Context: an optimization exercise on an open-source flow, tuned for small area. The choices shown serve that exercise and are no tape-out recipe. Where RTL was checked, it was by simulation tests only, not by an equivalence proof against the original. No activity file was given, so power comes from the tool's default toggle rates.

==> flow/design.v (excerpt) <==
module snake_game(clk, rs, rw, en, dat, rst, up, dwn, lef, rig, led, seg, buz);
    input up, dwn, lef, rig, rst, clk;
    output [7:0] dat;
    output rs, rw, en;
    output [3:0] led;
    output [6:0] seg;
    output buz;
    localparam [6:0] CELL_Z  = 7'b0011111;   
    localparam [6:0] CELL_19 = 7'b0010011;   
    reg [7:0] dat;
    reg rs;
    reg [4:0] next;
    reg [14:0] n;
    reg dl;                 
    reg [14:0] score;
    reg [1:0] dir;
    reg [1:0] ld;           
    reg [6:0] pos;          
    reg clk_food;
    reg game_over;
    reg z;                  
    reg [6:0] cr;           
    reg [1:0] R [0:79];
    reg [6:0] p;
    reg [6:0] S;            
    reg [6:0] P, A, B;      
    reg sa;
    reg [1:0] d0r;
    reg [6:0] cj;           
    reg fnd;
    reg [6:0] ci;           
    reg cif;
    integer k;
    wire [3:0] q;
    wire [6:0] h;
    wire tick;
    wire q15 = (q == 4'd15);
    wire lcd_step = (q == 4'd7);
    wire f0;
    wire [6:0] fi;
    wire food_step;
    CLK_100HZ U3 (clk, rst, q);
    CLK_1HZ U1 (clk, rst, q15, h, tick);
    DISPLAY_7SEG U2 (clk, rst, q15, food_step, score[13:0] == 14'h3fff, seg, led);
    sound U4 (clk, rst, buz);
    RNG U5 (clk, rst, food_step, f0, fi);
    function [6:0] mv;
        input [6:0] c;
        input [1:0] d;
        begin
            mv = c;
  ...
clock: 25.0 ns
lec_check: 0
cap_margin: 20
core_margin: 2
core_utilization: 40
cts_buf_list: sky130_fd_sc_hd__clkbuf_4
cts_cluster_diameter: 40
cts_cluster_size: 10
slew_margin: 20
run.sh (not shown) runs the stock make flow with config.mk's settings and CLKGATE_MAP_FILE= SYNTH_SCRIPT=/design/flow/synth_recipe.tcl, a recipe that flattens the netlist after the stock synthesis.
The baseline passed the timing, design-rule and antenna checks.
==> next run, changes <==
Settings changed: CAP_MARGIN 20 to 0, CTS_BUF_LIST sky130_fd_sc_hd__clkbuf_4 to sky130_fd_sc_hd__clkbuf_4 sky130_fd_sc_hd__clkbuf_8, CTS_CLUSTER_DIAMETER 40 to 50, CTS_CLUSTER_SIZE 10 to 20, SLEW_MARGIN 20 to 0.
After rerunning: The changed run went through all stages and came out clean. Setup slack got worse by 0.29 ns. Register-to-register slack degrades by 0.29 ns. Via count came out lower slightly. Clock skew decreases by 0.0059 ns. Power falls by a few percent. Clock power goes down by a few percent. Utilization is lower by 0.19 points. Count of clock-buffer cells in the layout drops by 28. Routed wire length drops slightly. Maximum frequency shrinks by a few percent. First-iteration DRC count falls slightly.
==> next run, changes <==
Settings changed: CAP_MARGIN 0 to 20, CTS_BUF_LIST sky130_fd_sc_hd__clkbuf_4 sky130_fd_sc_hd__clkbuf_8 to sky130_fd_sc_hd__clkbuf_8, SLEW_MARGIN 0 to 20.
Outcome: Via count came out higher by 0.48%; sequential share of layout area came out higher by 0.22 points; clock-buffer cell count came out lower by 6; cell count stays flat; global-route usage came out lower by 0.13 points; final area came out lower by 0.51%; utilization came out lower by 0.22 points; power came out lower by 2.3%; clock power came out lower by 6.9%.
No functional check of the RTL was part of any run of this note.

snake_game, a different RTL version from the one above (not shown whole).
Size: roughly 1600 cells after synthesis, roughly 29 I/O pins.
==> flow/design.v (excerpt) <==
module snake_game(clk, rs, rw, en, dat, rst, up, dwn, lef, rig, led, seg, buz);
    input up, dwn, lef, rig, rst, clk;
    output [7:0] dat;
    output rs, rw, en;
    output [3:0] led;
    output [6:0] seg;
    output buz;
    localparam [6:0] CELL_Z  = 7'b0011111;   
    localparam [6:0] CELL_19 = 7'b0010011;   
    reg [7:0] dat;
    reg rs;
    reg [4:0] next;
    reg [14:0] n;
    reg dl;                 
    reg [14:0] score;
    reg [1:0] dir;
    reg [1:0] ld;           
    reg [6:0] pos;          
    reg clk_food;
    reg game_over;
    reg z;                  
    reg [6:0] cr;           
    reg [1:0] R [0:79];
    reg [6:0] p;
    reg [6:0] S;            
    reg [6:0] A;            
    reg [1:0] dA, dB, dC;   
    reg sa;
    reg [1:0] d0r;
    reg [6:0] cj;           
    reg fnd;
    reg [6:0] ci;           
    reg cif;
    integer k;
    wire [3:0] q;
    wire [6:0] h;
    wire tick;
    wire q15 = (q == 4'd15);
    wire lcd_step = (q == 4'd7);
    wire f0;
    wire [6:0] fi;
    wire food_step;
    CLK_100HZ U3 (clk, rst, q);
    CLK_1HZ U1 (clk, rst, q15, h, tick);
    DISPLAY_7SEG U2 (clk, rst, q15, food_step, score[13:0] == 14'h3fff, seg, led);
    sound U4 (clk, rst, buz);
    RNG U5 (clk, rst, food_step, f0, fi);
    function [6:0] mv;
        input [6:0] c;
        input [1:0] d;
        begin
            mv = c;
  ...
export LEC_CHECK = 0
export CAP_MARGIN = 20
export CORE_MARGIN = 2
export CORE_UTILIZATION = 60
export CTS_BUF_LIST = sky130_fd_sc_hd__clkbuf_8
export CTS_CLUSTER_DIAMETER = 50
export CTS_CLUSTER_SIZE = 20
export SLEW_MARGIN = 20
create_clock -name core_clock -period 25.0 [get_ports {clk}]
standard.sh (not shown) runs the stock make flow with config.mk's settings and CLKGATE_MAP_FILE= SYNTH_SCRIPT=/design/flow/synth_recipe.tcl, a recipe that flattens the netlist after the stock synthesis.
==> flow/flow/run.sh <==
#!/bin/bash
# Own flow: the standard synthesis, then the combinational logic between
# the registers re-mapped by ABC for area (flow/remap.tcl; every register keeps
# its instance, cell type and nets), proved equivalent to the standard netlist
# (flow/equiv.tcl), then the standard layout from there, with the smallest
# buffer on the ports.
set -euo pipefail
R="$PWD/orfs/results/$FLOW_PLATFORM/snake_game/base"
YOSYS="$FLOW_HOME/../tools/install/yosys/bin/yosys"
[[ -x "$YOSYS" ]] || YOSYS=yosys
export REMAP_LIB="$FLOW_HOME/platforms/$FLOW_PLATFORM/lib/sky130_fd_sc_hd__tt_025C_1v80.lib"

bash standard.sh synth > synth.log 2>&1
cp "$R/1_2_yosys.v" standard_1_2_yosys.v

# ABC scripts, most aggressive first; the first whose result is proved
# equivalent is used, else the standard netlist stays
SCRIPTS=(
  "strash;dc2;dc2;dch,-f;amap;strash;dc2;dch,-f;amap;mfs3,-a"
  "strash;dc2;dc2;dch,-f;amap;strash;dc2;dch,-f;amap"
  "strash;ifraig;dc2;strash;dch,-f;map,-a"
)
i=0
for s in "${SCRIPTS[@]}"; do
  i=$((i+1))
  if REMAP_SCRIPT="$s" REMAP_NETLIST="$PWD/standard_1_2_yosys.v" REMAP_OUT="$PWD/remap_$i.v" \
       "$YOSYS" -c flow/remap.tcl > remap_$i.log 2>&1 &&
     EQUIV_GOLD="$PWD/standard_1_2_yosys.v" EQUIV_GATE="$PWD/remap_$i.v" \
       timeout 1200 "$YOSYS" -c flow/equiv.tcl > equiv_$i.log 2>&1; then
    cp "remap_$i.v" "$R/1_2_yosys.v"
    echo "using remap script $i: $s" > remap_choice.txt
    break
  fi
done

export BUFFER_PORTS_ARGS="-buffer_cell sky130_fd_sc_hd__buf_1"
bash standard.sh > layout.log 2>&1
Other scripts of this flow, unchanged in this note and not shown: flow/flow/equiv.tcl, flow/flow/remap.tcl
The first run finished clean.
==> next run, changes <==
--- a/flow/flow/run.sh
+++ b/flow/flow/run.sh
@@ -6 +6 @@
-# buffer on the ports.
+# buffer on the ports and a clock tree without dummy loads.
@@ -36,0 +37,2 @@
+# clock tree: clusters of up to 20 registers on clkbuf_8, no dummy loads
+export CTS_ARGS="-sink_clustering_enable -repair_clock_nets -sink_clustering_size 20 -sink_clustering_max_diameter 60 -buf_list sky130_fd_sc_hd__clkbuf_8 -root_buf sky130_fd_sc_hd__clkbuf_4 -tree_buf sky130_fd_sc_hd__clkbuf_4 -dont_use_dummy_load"
Settings changed: CTS_BUF_LIST sky130_fd_sc_hd__clkbuf_8 to default, CTS_CLUSTER_DIAMETER 50 to default, CTS_CLUSTER_SIZE 20 to default.
Cell count came out lower by about 1.5%; sequential power stays flat; setup slack gains 0.093 ns.
==> next run, changes <==
--- a/flow/flow/run.sh
+++ b/flow/flow/run.sh
@@ -38 +38 @@
-export CTS_ARGS="-sink_clustering_enable -repair_clock_nets -sink_clustering_size 20 -sink_clustering_max_diameter 60 -buf_list sky130_fd_sc_hd__clkbuf_8 -root_buf sky130_fd_sc_hd__clkbuf_4 -tree_buf sky130_fd_sc_hd__clkbuf_4 -dont_use_dummy_load"
+export CTS_ARGS="-sink_clustering_enable -repair_clock_nets -sink_clustering_size 20 -sink_clustering_max_diameter 50 -buf_list sky130_fd_sc_hd__clkbuf_8 -root_buf sky130_fd_sc_hd__clkbuf_4 -tree_buf sky130_fd_sc_hd__clkbuf_4 -dont_use_dummy_load"
Settings changed: CORE_UTILIZATION 60 to 70.
What happened: Critical path depth went up by 3; design area hardly moves; clock-buffer cell count does not change; routed wire length came out higher by a few percent.
==> next run, changes <==
--- a/flow/flow/run.sh
+++ b/flow/flow/run.sh
@@ -38 +38 @@
-export CTS_ARGS="-sink_clustering_enable -repair_clock_nets -sink_clustering_size 20 -sink_clustering_max_diameter 50 -buf_list sky130_fd_sc_hd__clkbuf_8 -root_buf sky130_fd_sc_hd__clkbuf_4 -tree_buf sky130_fd_sc_hd__clkbuf_4 -dont_use_dummy_load"
+export CTS_ARGS="-sink_clustering_enable -repair_clock_nets -sink_clustering_size 20 -sink_clustering_max_diameter 60 -buf_list sky130_fd_sc_hd__clkbuf_8 -root_buf sky130_fd_sc_hd__clkbuf_4 -tree_buf sky130_fd_sc_hd__clkbuf_4 -dont_use_dummy_load"
Settings changed: CORE_UTILIZATION 70 to 60, GPL_ROUTABILITY_DRIVEN from default to 0, GPL_TIMING_DRIVEN from default to 0.
Combinational power stays flat.
Clock skew drops by 0.030 ns.
Hold slack is better by 0.0058 ns.
Cell area barely changes.
Wire length drops by 6.2%.

## oak
snake_game, a different RTL version from the one above (not shown whole).
For scale: roughly 1500 cells after synthesis.
## snake_game
module snake_game(clk, rs, rw, en, dat, rst, up, dwn, lef, rig, led, seg, buz);
==> flow/config.mk <==
export PLATFORM = sky130hd
export DESIGN_NAME = snake_game
export DESIGN_NICKNAME = snake_game
export VERILOG_FILES = /design/flow/design.v
export SDC_FILE = /design/flow/constraint.sdc
export NUM_CORES = 4
export LEC_CHECK = 0
export CAP_MARGIN = 20
export CORE_MARGIN = 2
export CORE_UTILIZATION = 60
export PLACE_DENSITY = 0.85
export SLEW_MARGIN = 20
==> flow/constraint.sdc <==
create_clock -name core_clock -period 25.0 [get_ports {clk}]
set_input_delay 5.0000 -clock core_clock [delete_from_list [all_inputs] [get_ports {clk}]]
set_output_delay 5.0000 -clock core_clock [all_outputs]
set_load 0.01 [all_outputs]
==> flow/flow/run.sh <==
#!/bin/bash
# Own flow: the standard synthesis, then the combinational logic between
# the registers re-mapped by ABC for area (flow/remap.tcl; every register keeps
# its instance, cell type and nets), proved equivalent to the standard netlist
# (flow/equiv.tcl), then the standard layout from there, with the smallest
# buffer on the ports and a clock tree without dummy loads.
set -euo pipefail
R="$PWD/orfs/results/$FLOW_PLATFORM/snake_game/base"
YOSYS="$FLOW_HOME/../tools/install/yosys/bin/yosys"
[[ -x "$YOSYS" ]] || YOSYS=yosys
export REMAP_LIB="$FLOW_HOME/platforms/$FLOW_PLATFORM/lib/sky130_fd_sc_hd__tt_025C_1v80.lib"

bash standard.sh synth > synth.log 2>&1
cp "$R/1_2_yosys.v" standard_1_2_yosys.v

# ABC scripts; every result proved equivalent to the standard netlist is a
# candidate and the smallest is used (if none is, the standard netlist stays)
SCRIPTS=(
  "strash;dc2;dc2;dch,-f;amap;strash;dc2;dch,-f;amap;mfs3,-a"
  "strash;dc2;dc2;dch,-f;amap;strash;dc2;dch,-f;amap;mfs3,-a,-e"
  "strash;dc2;dc2;dch,-f;amap;strash;dc2;dch,-f;amap"
  "strash;ifraig;dc2;strash;dch,-f;map,-a"
)
best=""
best_area=""
i=0
for s in "${SCRIPTS[@]}"; do
  i=$((i+1))
  if REMAP_SCRIPT="$s" REMAP_NETLIST="$PWD/standard_1_2_yosys.v" REMAP_OUT="$PWD/remap_$i.v" \
       REMAP_STAT="$PWD/remap_$i.stat" "$YOSYS" -c flow/remap.tcl > remap_$i.log 2>&1 &&
     EQUIV_GOLD="$PWD/standard_1_2_yosys.v" EQUIV_GATE="$PWD/remap_$i.v" \
       timeout 1200 "$YOSYS" -c flow/equiv.tcl > equiv_$i.log 2>&1; then
    area=$(awk '/Chip area for top module/ {print $NF}' "remap_$i.stat")
    echo "script $i: area $area: $s" >> remap_choice.txt
    if [[ -n "$area" ]] && { [[ -z "$best_area" ]] || awk -v a="$area" -v b="$best_area" 'BEGIN {exit !(a < b)}'; }; then
      best=$i
      best_area=$area
    fi
  else
    echo "script $i: failed or not proved: $s" >> remap_choice.txt
  fi
done
if [[ -n "$best" ]]; then
  cp "remap_$best.v" "$R/1_2_yosys.v"
  echo "using script $best" >> remap_choice.txt
else
  echo "using the standard netlist" >> remap_choice.txt
fi

export BUFFER_PORTS_ARGS="-buffer_cell sky130_fd_sc_hd__buf_1"
# clock tree: clusters of up to 20 registers on clkbuf_8, no dummy loads
export CTS_ARGS="-sink_clustering_enable -repair_clock_nets -sink_clustering_size 20 -sink_clustering_max_diameter 55 -buf_list sky130_fd_sc_hd__clkbuf_8 -root_buf sky130_fd_sc_hd__clkbuf_4 -tree_buf sky130_fd_sc_hd__clkbuf_4 -dont_use_dummy_load"
bash standard.sh > layout.log 2>&1
Other scripts of this flow, unchanged in this note and not shown: flow/flow/equiv.tcl, flow/flow/remap.tcl
oak | stages: all done | timing, DRC, antenna: all pass
Edits applied to the flow inputs when going from oak to pine:
diff --git a/flow/flow/run.sh b/flow/flow/run.sh
--- a/flow/flow/run.sh
+++ b/flow/flow/run.sh
@@ -51,3 +51,3 @@
 # clock tree: clusters of up to 20 registers on clkbuf_8, no dummy loads
-export CTS_ARGS="-sink_clustering_enable -repair_clock_nets -sink_clustering_size 20 -sink_clustering_max_diameter 55 -buf_list sky130_fd_sc_hd__clkbuf_8 -root_buf sky130_fd_sc_hd__clkbuf_4 -tree_buf sky130_fd_sc_hd__clkbuf_4 -dont_use_dummy_load"
+export CTS_ARGS="-sink_clustering_enable -repair_clock_nets -sink_clustering_size 20 -sink_clustering_max_diameter 60 -buf_list sky130_fd_sc_hd__clkbuf_8 -root_buf sky130_fd_sc_hd__clkbuf_4 -tree_buf sky130_fd_sc_hd__clkbuf_4 -dont_use_dummy_load"
 bash standard.sh > layout.log 2>&1
Findings:
The final reports for pine and oak show fmax higher in the former.
Compared with oak, final wirelength in pine increased slightly.
Routing usage on met1 essentially unchanged between oak and pine.
pine vs oak, clock network power went down by about 3%.
The count of placed standard cells in the final layout, fillers left out of pine and that of oak are within noise of each other.
Period utilization came out lower on pine than on oak.
On area of all placed cells without fillers, oak and pine are neck and neck.
Between oak and pine, the fraction of layout cells with a size suffix above 1 figures differ only marginally.
On utilization, oak and pine are neck and neck.

Setup of run A:
snake_game with an RTL version that a note above also has.
Size in the first run: roughly 29 I/O pins, roughly 14000 µm² of cells after synthesis.
clock: 25.0 ns
lec_check: 0
cap_margin: 20
core_margin: 2
core_utilization: 60
cts_buf_list: sky130_fd_sc_hd__clkbuf_16
cts_cluster_diameter: 60
cts_cluster_size: 30
slew_margin: 20
==> flow/flow/run.sh <==
#!/bin/bash
# Own flow: the standard synthesis, then the combinational logic between
# the registers re-mapped by ABC for area (flow/remap.tcl; every register keeps
# its instance, cell type and nets), then the standard layout from there.
set -euo pipefail
R="$PWD/orfs/results/$FLOW_PLATFORM/snake_game/base"
YOSYS="$FLOW_HOME/../tools/install/yosys/bin/yosys"
[[ -x "$YOSYS" ]] || YOSYS=yosys

bash standard.sh synth > synth.log 2>&1

cp "$R/1_2_yosys.v" standard_1_2_yosys.v
REMAP_LIB="$FLOW_HOME/platforms/$FLOW_PLATFORM/lib/sky130_fd_sc_hd__tt_025C_1v80.lib" \
REMAP_NETLIST="$PWD/standard_1_2_yosys.v" \
REMAP_OUT="$R/1_2_yosys.v" \
    "$YOSYS" -c flow/remap.tcl > remap.log 2>&1

export BUFFER_PORTS_ARGS="-buffer_cell sky130_fd_sc_hd__buf_1"
bash standard.sh > layout.log 2>&1
Other scripts of this flow, unchanged in this note and not shown: flow/flow/remap.tcl
Here is what was changed in the inputs of run B compared with run A.
Settings: changing CTS_CLUSTER_DIAMETER from 60 to 50; changing CTS_CLUSTER_SIZE from 30 to 20; changing CTS_BUF_LIST from sky130_fd_sc_hd__clkbuf_16 to sky130_fd_sc_hd__clkbuf_8; changing SLEW_MARGIN from 20 to 0; changing CAP_MARGIN from 20 to 0.
Diff run B..run A | cell count after placement | negligible. In the reports for run B and run A, the larger maximum operating frequency belongs to run B. Between run B and run A, power share of the sequential group is lower for run A, run B comes in above that.
diff inputs: run B => run C
Settings: changing CTS_CLUSTER_SIZE from 20 to 30; changing SLEW_MARGIN from 0 to 20; changing CTS_BUF_LIST from sky130_fd_sc_hd__clkbuf_8 to sky130_fd_sc_hd__clkbuf_8 sky130_fd_sc_hd__clkbuf_16; changing CAP_MARGIN from 0 to 20; changing CTS_CLUSTER_DIAMETER from 50 to 60.
Results
From run C to run B, synthesized cell count did not move at all.
Run C ran to completion and came out clean on the timing, design-rule and antenna checks.
Diff run B -> run C: sequential share of layout area fell 0.36 points; worst hold slack after final layout rose 10 ps.

## port drivers added, routing unchanged
The flow's constraints put no driver on any port. The routed layouts listed below were extracted and timed again, unchanged, in two steps. Step 1, drivers: a clkbuf_16 drives clk and a buf_2 each remaining input, both assumed. Step 2, shift: input delay + t, output delay - t, t = (earliest + latest rising clock arrival at the registers) / 2. This alone moves slack from input paths to output paths. Slacks: ideal ports / drivers / drivers and shift; pairs: ideal ports / drivers.
run | shift t [ns] | setup WS [ns] | worst setup path after step 2 | pins driven straight from the clock port
the first run of note 1 | 0.807 | 16.504 / 16.504 / 16.504 | register to register | 1
the second run of note 1 | 0.655 | 16.215 / 16.215 / 16.215 | register to register | 1
the third run of note 1 | 0.651 | 16.449 / 16.449 / 16.449 | register to register | 1
the first run of note 2 | 0.595 | 17.379 / 17.379 / 17.379 | register to register | 1
the second run of note 2 | 0.758 | 17.471 / 17.471 / 17.471 | register to register | 1
the third run of note 2 | 0.769 | 17.711 / 17.711 / 17.315 | input to register | 1
the fourth run of note 2 | 0.756 | 16.883 / 16.883 / 16.883 | register to register | 1
oak | 0.753 | 15.876 / 15.876 / 15.876 | register to register | 1
pine | 0.755 | 15.965 / 15.965 / 15.965 | register to register | 1
run A | 0.589 | 17.547 / 17.547 / 17.177 | input to register | 1
run B | 0.588 | 17.583 / 17.583 / 17.127 | input to register | 1
run C | 0.589 | 17.547 / 17.547 / 17.177 | input to register | 1
After both steps every run listed still meets setup and hold. For run B, which loses most, drivers alone change the setup slack by 0.000 ns; drivers and shift together by -0.456 ns.
